Context: an optimization exercise on an open-source flow, tuned for small area, a short achievable clock period and few clock cycles. The choices shown serve that exercise and are no tape-out recipe. The RTL was checked by simulation tests, not by an equivalence proof against the original design. Power is estimated from default activity; no workload was simulated.

// supermips_core
module supermips_core (
  input         clock,
  input         reset_n,
  output [31:0] icache_addr,
  output        icache_rd,
  input  [31:0] icache_data,
  input         icache_waitrequest,
  output [31:0] dcache_addr,
  output        dcache_rd,
  output        dcache_wr,
  output [31:0] dcache_wr_data,
  output [ 3:0] dcache_wr_be,
  input  [31:0] dcache_data,
  input         dcache_waitrequest
);
  reg  [31:0] pc_f;           
  reg  [31:0] ir;             
  reg         e_valid;
  reg         e_md_go_done;   
  reg         md_wp;          
  reg  [ 4:0] md_rd;
  reg         m_we;           
  reg  [ 4:0] m_rd;
  reg  [31:0] m_res;          
  reg         m_ld;           
  reg         m_isld;         
  reg         m_st;           
  reg  [ 1:0] m_sz;           
  reg         m_sext;
  reg  [31:0] m_sd;           
  reg  [ 3:0] m_be;
  reg         w_we;           
  reg  [ 4:0] w_rd;
  reg  [31:0] w_val;          
  reg         w_ld;
  reg  [ 1:0] w_sz;
  reg         w_sext;
  reg  [ 1:0] w_off;          
  wire [31:0] rf [0:31];       
  reg  [31:1] rf_ok;          
  wire [5:0]  op = ir[31:26];
  wire [4:0]  rs = ir[25:21];
  wire [4:0]  rt = ir[20:16];
  ...
Size: roughly 1400 flip-flops, ~170 I/O pins, about 91000 um^2 of cells after synthesis.
export LEC_CHECK = 0
export CAP_MARGIN = 30
export CORE_MARGIN = 2
export CORE_UTILIZATION = 50
export CTS_CLUSTER_DIAMETER = 60
export CTS_CLUSTER_SIZE = 25
export SLEW_MARGIN = 30
create_clock -name core_clock -period 150.0 [get_ports {clock}]
standard.sh (not shown) runs the stock make flow with config.mk's settings and CLKGATE_MAP_FILE= SYNTH_SCRIPT=/design/flow/synth_recipe.tcl, a recipe that flattens the netlist after the stock synthesis.
==> flow/flow/run.sh <==
#!/bin/bash
# Layout flow: the standard layout, except that
#  - synthesis maps the logic with a lighter ABC script (one delay-oriented
#    mapping pass with area recovery, no repeated delay-oriented
#    restructuring); everything else, registers included, is as the standard
#    synthesis;
#  - the port buffers are buf_4 cells.
# Each tool's output goes to a log file of its own in the work folder.
set -euo pipefail
W=$(pwd)
F=$W/flow

{
  echo "proc abc {args} {"
  echo "  set i [lsearch -exact \$args -script]"
  echo "  if {\$i >= 0} { lset args [expr {\$i + 1}] $F/abc_map.script }"
  echo "  yosys abc {*}\$args"
  echo "}"
  cat "$W/synth_recipe.tcl"
} > "$W/synth_map.tcl"
sed "s#SYNTH_SCRIPT=[^ ]*#SYNTH_SCRIPT=$W/synth_map.tcl#" "$W/standard.sh" > "$W/synth_map.sh"

export BUFFER_PORTS_ARGS="-buffer_cell sky130_fd_sc_hd__buf_4"

bash "$W/synth_map.sh" synth > "$W/synth.log" 2>&1
bash "$W/standard.sh" > "$W/layout.log" 2>&1
==> flow/flow/abc_map.script <==
&get -n
&st
&dch
&nf
&put
buffer -c
topo
stime -c
dnsize -c
The starting point completed without violations.
Testbench counts at the start, summed over its fixed seeds: cycles 58,226.
Next try:
Settings changed: CORE_UTILIZATION 50 to 45.
Non-clock buffer count climbs by 12.
Global-route usage shrinks by 2.7 points.
Final area rises by 0.87%.
Power climbs by 1.6%.
Area after synthesis stays the same.
Setup slack is better by 0.0070 ns.
Worst hold slack degrades by 0.0045 ns.
Via count fell by 0.46%.


Another version of the RTL of supermips_core (not shown whole).
For scale: roughly 8800 cells after synthesis, about 1400 flip-flops, ~170 I/O pins.
// supermips_core
module supermips_core (
  input         clock,
  input         reset_n,
  output [31:0] icache_addr,
  output        icache_rd,
  input  [31:0] icache_data,
  input         icache_waitrequest,
  output [31:0] dcache_addr,
  output        dcache_rd,
  output        dcache_wr,
  output [31:0] dcache_wr_data,
  output [ 3:0] dcache_wr_be,
  input  [31:0] dcache_data,
  input         dcache_waitrequest
);
Settings: LEC_CHECK=0, CAP_MARGIN=30, CORE_MARGIN=2, CORE_UTILIZATION=55, CTS_CLUSTER_DIAMETER=60, CTS_CLUSTER_SIZE=25, SLEW_MARGIN=30; clock period 150.0 ns.
Scripts as last shown in full above: flow/flow/run.sh, flow/flow/abc_map.script
Testbench counts at the start, summed over its fixed seeds: cycles 58,226.
Change:
- CTS_CLUSTER_DIAMETER: 60 -> 80
- CTS_CLUSTER_SIZE: 25 -> 30
After rerunning:
- sequential cell count is unchanged
- first-iteration DRC count fell slightly
- setup slack improved by 55 ps
- cell count falls slightly

[static timing again, ports no longer ideal]
The flow's constraints put no driver on any port. The routed layouts listed below were extracted and timed again, unchanged, in two steps.
Step 1: set_driving_cell puts a clkbuf_16 on clock and a buf_2 on each other input, an assumption about the parent block.
Step 2, shift: input delay + t, output delay - t, t = (earliest + latest rising clock arrival at the registers) / 2. This alone moves slack from input paths to output paths.
Three values: no drivers, after step 1, after step 2; two values: the first two.
run | t, ns | setup WS [ns] | latest minus earliest clock arrival (ns) | worst register clock-pin slew, ns | worst data-port slew with drivers (ns)
the first run of note 1 | 0.894 | 118.246 / 118.158 / 117.904 | 0.095 / 0.095 | 0.10 / 0.10 | 0.05
the second run of note 1 | 0.925 | 118.253 / 118.165 / 117.695 | 0.131 / 0.131 | 0.10 / 0.10 | 0.06
the first run of note 2 | 0.873 | 118.132 / 118.043 / 117.563 | 0.113 / 0.112 | 0.10 / 0.10 | 0.04
the second run of note 2 | 0.854 | 118.187 / 118.098 / 117.631 | 0.084 / 0.084 | 0.12 / 0.12 | 0.04
After both steps setup and hold are still met in every run listed. For the first run of note 2, which loses most, drivers alone change the setup slack by -0.089 ns; drivers and shift together by -0.569 ns.
